What follows belongs to an exercise in optimizing a design on an open flow for small area; a production flow would make more cautious choices. In this exercise RTL edits were held to simulation tests only and were not proved equivalent to the original. The flow treats the clock pin as an ideal source. Dropping or thinning the clock tree relies on that and would not hold on a real chip. No activity file was given, so power comes from the tool's default toggle rates.

Setup of run A:
==> flow/design.v <==
module arkanoid_audio
(
	input                clk_48m,
	input                reset,       
	input          [9:0] sound_raw,   
	input                pause,
	input                vol_boost,
	output signed [15:0] sound
);
reg [8:0] div;
always @(posedge clk_48m) begin
	if(!reset)
		div <= 9'd0;
	else
		div <= div + 9'd1;
end
wire [7:0] t8 = div[7:0];
wire [3:0] mi = t8[3:0];           
wire [3:0] mk = t8[7:4];           
wire dw    = ~div[8] & (t8 >= 8'd1) & (t8 <= 8'd21);    
wire cw    = (t8 >= 8'd1) & (t8 <= 8'd12);              
wire mw    = t8[7] | t8[6];                             
wire j0    = (t8 == 8'd1);
wire jlt10 = (t8 >= 8'd1) & (t8 <= 8'd10);
wire jle10 = (t8 >= 8'd1) & (t8 <= 8'd11);
wire lpf_edge = (t8 == 8'd255);
reg vB;
always @(posedge clk_48m) begin
	if(!reset)
		vB <= 1'b0;
	else if(div == 9'd511)
		vB <= 1'b1;
end
wire vA = vB | div[8];
reg [31:0] er;      
reg [14:0] ar;      
reg [15:0] X;       
reg [14:0] S;       
reg        bsl;     
reg [10:0] y;       
reg  [2:0] dc;      
reg        mc;      
reg        cc;      
reg        sc;      
wire eE = er[10] & vB;                
wire eR = eE & jlt10;
wire ee = er[0] & vB & jlt10;         
wire eq = er[20] & vB & jle10;        
wire es = S[0] & jlt10;               
wire [2:0] dcin = j0 ? 3'd2 : dc;
wire [3:0] dsum = eE + eR + !ee + es + !eq + dcin;
always @(posedge clk_48m) begin
	dc <= dsum[3:1];
	er[30:10] <= er[31:11];
	er[8:0] <= er[9:1];
	er[9] <= dw ? dsum[0] : er[10];
	er[31] <= (dw & jlt10) ? eE : er[0];
end
wire cs = ar[0] & jlt10;
wire cq = er[20] & jle10;
wire ccin = j0 | cc;
wire xbit = cs ^ !cq ^ ccin;
wire Xo = X[0] & vB;
wire scin = !j0 & sc;
wire sbit = xbit ^ Xo ^ scin;
always @(posedge clk_48m) begin
	cc <= (cs & !cq) | (cs & ccin) | (!cq & ccin);
	sc <= (xbit & Xo) | (xbit & scin) | (Xo & scin);
	X <= {cw ? xbit : X[0], X[15:1]};
	S[14] <= cw ? sbit : S[0];
	S[13:10] <= S[14:11];
	S[9:0] <= (div == 9'd0) ? sound_raw : S[10:1];
	if(mi == 4'd15)
		bsl <= S[13];
end
reg yb;
always @(*) begin
	case(mk)
		4'd4:  yb = y[0];
		4'd5:  yb = y[1];
		4'd6:  yb = y[2];
		4'd7:  yb = y[3];
		4'd8:  yb = y[4];
		4'd9:  yb = y[5];
		4'd10: yb = y[6];
		4'd11: yb = y[7];
		4'd12: yb = y[8];
		4'd13: yb = y[9];
		default: yb = y[10];
	endcase
end
wire mg = vA & mw;
wire bs = bsl & mg;
wire by = yb & mg;
wire last = (mk == 4'd15);        
wire [15:0] cpos = (bs ? 16'd7278 : 16'd0) + (by ? 16'd18211 : 16'd0);
wire opb = cpos[mi] ^ last;
wire ma = ar[0];
wire mcin = (mi == 4'd0) ? last : mc;
wire msum = ma ^ opb ^ mcin;
wire ain = mw & ((mi == 4'd0) ? mc : msum);
always @(posedge clk_48m) begin
	mc <= (ma & opb) | (ma & mcin) | (opb & mcin);
	ar[14] <= ain;
	ar[13:12] <= ar[14:13];
	ar[11] <= !lpf_edge & ar[12];
	ar[10:1] <= lpf_edge ? sound_raw : ar[11:2];
	ar[0] <= ar[1];
	if(lpf_edge)
		y <= ar[14:4];
end
wire en = vA & !pause;
assign sound = !en ? 16'd0 : vol_boost ? {y, 5'd0} : {y[10], y, 4'd0};
endmodule
==> flow/config.mk <==
export PLATFORM = sky130hd
export DESIGN_NAME = arkanoid_audio
export DESIGN_NICKNAME = arkanoid_audio
export VERILOG_FILES = /design/flow/design.v
export SDC_FILE = /design/flow/constraint.sdc
export NUM_CORES = 4
export LEC_CHECK = 0
export ABC_AREA = 1
export CAP_MARGIN = 20
export CORE_MARGIN = 2
export CORE_UTILIZATION = 70
export PLACE_DENSITY = 0.75
export SLEW_MARGIN = 20
==> flow/constraint.sdc <==
create_clock -name core_clock -period 20.0 [get_ports {clk_48m}]
set_input_delay 4.0000 -clock core_clock [delete_from_list [all_inputs] [get_ports {clk_48m}]]
set_output_delay 4.0000 -clock core_clock [all_outputs]
set_load 0.01 [all_outputs]
standard.sh (not shown) runs the stock make flow with config.mk's settings and CLKGATE_MAP_FILE= SYNTH_SCRIPT=/design/flow/synth_recipe.tcl, a recipe that flattens the netlist after the stock synthesis.
==> flow/flow/run.sh <==
#!/bin/bash
# Own layout flow: the standard ORFS flow (standard.sh) with these changes:
#  - synthesis without the full-adder extraction step and with the ABC area
#    script in flow/abc_area.script (registers are untouched by both);
#  - port buffers are sky130_fd_sc_hd__buf_1;
#  - clock tree: instead of TritonCTS, flow/manual_cts.tcl makes
#    MANUAL_CTS_K leaf buffers driven by the clock port, one per cluster of
#    flip-flops; the rest of the CTS step (legalisation, timing repair) is kept.
# The make output goes to flow_standard.log, each ORFS step to orfs/logs/.
set -euo pipefail
cd "$(dirname "${BASH_SOURCE[0]}")/.."
K=${MANUAL_CTS_K:-3}
B=${MANUAL_CTS_BUF:-sky130_fd_sc_hd__clkbuf_16}
rm -rf scripts_custom
cp -r "$FLOW_HOME/scripts" scripts_custom
cp flow/abc_area.script scripts_custom/abc_area.script
cp flow/manual_cts.tcl scripts_custom/manual_cts.tcl
sed -i "s|^log_cmd clock_tree_synthesis {\*}\$cts_args|source \$::env(SCRIPTS_DIR)/manual_cts.tcl; manual_cts $K $B|" scripts_custom/cts.tcl
grep -q "manual_cts $K" scripts_custom/cts.tcl
export BUFFER_PORTS_ARGS="-buffer_cell sky130_fd_sc_hd__buf_1"
bash standard.sh "SCRIPTS_DIR=$PWD/scripts_custom" "ADDER_MAP_FILE=" finish > flow_standard.log 2>&1
Other scripts of this flow, unchanged in this note and not shown: flow/flow/abc_area.script, flow/flow/manual_cts.tcl
Per the final summary, run A finished and its layout is clean on timing, DRC and antenna.
Here is what was changed in the inputs of run B compared with run A.
==> flow/design.v <==
module arkanoid_audio
(
	input                clk_48m,
	input                reset,       
	input          [9:0] sound_raw,   
	input                pause,
	input                vol_boost,
	output signed [15:0] sound
);
reg [8:0] div;
always @(posedge clk_48m) begin
	if(!reset)
		div <= 9'd0;
	else
		div <= div + 9'd1;
end
wire [7:0] t8 = div[7:0];
wire [3:0] mi = t8[3:0];           
wire [3:0] mk = t8[7:4];           
wire dw    = ~div[8] & (t8 >= 8'd1) & (t8 <= 8'd21);    
wire cw    = (t8 >= 8'd1) & (t8 <= 8'd12);              
wire mw    = t8[7] | t8[6];                             
wire j0    = (t8 == 8'd1);
wire jlt10 = (t8 >= 8'd1) & (t8 <= 8'd10);
wire jle10 = (t8 >= 8'd1) & (t8 <= 8'd11);
wire lpf_edge = (t8 == 8'd255);
reg vB;
always @(posedge clk_48m) begin
	if(!reset)
		vB <= 1'b0;
	else if(div == 9'd511)
		vB <= 1'b1;
end
wire vA = vB | div[8];
reg [31:0] er;      
reg [14:0] ar;      
reg [15:0] X;       
reg [14:0] S;       
reg        sb;      
reg [10:0] y;       
reg  [2:0] dc;      
reg        cc;      
wire eE = er[10] & vB;                
wire eR = eE & jlt10;
wire ee = er[0] & vB & jlt10;         
wire eq = er[20] & vB & jle10;        
wire es = S[0] & jlt10;               
wire [2:0] dcin = j0 ? 3'd2 : dc;
wire [3:0] dsum = eE + eR + !ee + es + !eq + dcin;
always @(posedge clk_48m) begin
	dc <= dsum[3:1];
	er[30:10] <= er[31:11];
	er[8:0] <= er[9:1];
	er[9] <= dw ? dsum[0] : er[10];
	er[31] <= (dw & jlt10) ? eE : er[0];
end
wire cs = ar[0] & jlt10;
wire cq = er[20] & jle10;
wire ccin = j0 | cc;
wire xbit = cs ^ !cq ^ ccin;
wire Xo = X[0] & vB;
wire scin = !j0 & sb;
wire sbit = xbit ^ Xo ^ scin;
always @(posedge clk_48m) begin
	cc <= cw ? ((cs & !cq) | (cs & ccin) | (!cq & ccin))
	         : ((ma & opb) | (ma & mcin) | (opb & mcin));
	if(cw)
		sb <= (xbit & Xo) | (xbit & scin) | (Xo & scin);
	else if(mi == 4'd15)
		sb <= S[13];
	X <= {cw ? xbit : X[0], X[15:1]};
	S[14] <= cw ? sbit : S[0];
	S[13:10] <= S[14:11];
	S[9:0] <= (t8 == 8'd0) ? sound_raw : S[10:1];    
end
reg yb;
always @(*) begin
	case(mk)
		4'd4:  yb = y[0];
		4'd5:  yb = y[1];
		4'd6:  yb = y[2];
		4'd7:  yb = y[3];
		4'd8:  yb = y[4];
		4'd9:  yb = y[5];
		4'd10: yb = y[6];
		4'd11: yb = y[7];
		4'd12: yb = y[8];
		4'd13: yb = y[9];
		default: yb = y[10];
	endcase
end
wire mg = vA & mw;
wire bs = sb & mg;
wire by = yb & mg;
wire last = (mk == 4'd15);        
wire [15:0] cpos = (bs ? 16'd7278 : 16'd0) + (by ? 16'd18211 : 16'd0);
wire opb = cpos[mi] ^ last;
wire ma = ar[0];
wire mcin = (mi == 4'd0) ? last : cc;
wire msum = ma ^ opb ^ mcin;
wire ain = mw & ((mi == 4'd0) ? cc : msum);
always @(posedge clk_48m) begin
	ar[14] <= ain;
	ar[13:12] <= ar[14:13];
	ar[11] <= ar[12];
	ar[10:1] <= lpf_edge ? sound_raw : ar[11:2];
	ar[0] <= ar[1];
	if(lpf_edge)
		y <= ar[14:4];
end
wire en = vA & !pause;
assign sound = !en ? 16'd0 : vol_boost ? {y, 5'd0} : {y[10], y, 4'd0};
endmodule
[summary]
Higher overall power after layout was reported by run B, not run A.
The initial core utilization of run B is higher than that of run A.
Met3 routing resource usage after global routing essentially unchanged between run B and run A.
Run B vs. run A: final core utilization went up by 0.19 points.
Synthesized cell count went up slightly going from run A to run B.
Run B vs run A — amount of wire on met2 after detailed routing climbed by more than 10%
Global-route usage: run B higher than run A
The sequential share of layout area number comes out higher for run A vs run B.
Diff run A -> run B | hold slack | increase of 0.0031 ns
Run B vs. run A: multi-input logic cell count went up by 6.2%.
Cmp run B vs run A: footprint of the multi-input gates higher in run B
Sort run B and run A by share of synthesized cell area in and, or, nand and nor gates asc -> top: run A
No run of this note takes its clock network from TritonCTS; it comes from the design's own scripts or RTL.

-- static timing again, ports no longer ideal --
No port has a modelled driver above. Below, the same layouts with a new extraction and two added sets of constraints.
Step 1 (the two cells are an assumption about what drives the block):
set clk [get_ports {clk_48m}]
set_driving_cell -lib_cell sky130_fd_sc_hd__clkbuf_16 $clk
set_driving_cell -lib_cell sky130_fd_sc_hd__buf_2 [delete_from_list [all_inputs] $clk]
Step 2, shift: input delay + t, output delay - t, t = (earliest + latest rising clock arrival at the registers) / 2. This alone moves slack from input paths to output paths.
a / b / c = ideal / step 1 / step 2; a / b = the first two.
run | t, ns | setup WS [ns] | cell pins on the clock port's net
run A | 0.229 | 10.700 / 10.679 / 10.679 | 3
run B | 0.226 | 10.689 / 10.664 / 10.664 | 3
After both steps setup and hold are still met in every run listed. The setup slack of run B, which loses most, moves by -0.025 ns with the drivers and by -0.025 ns with both steps.
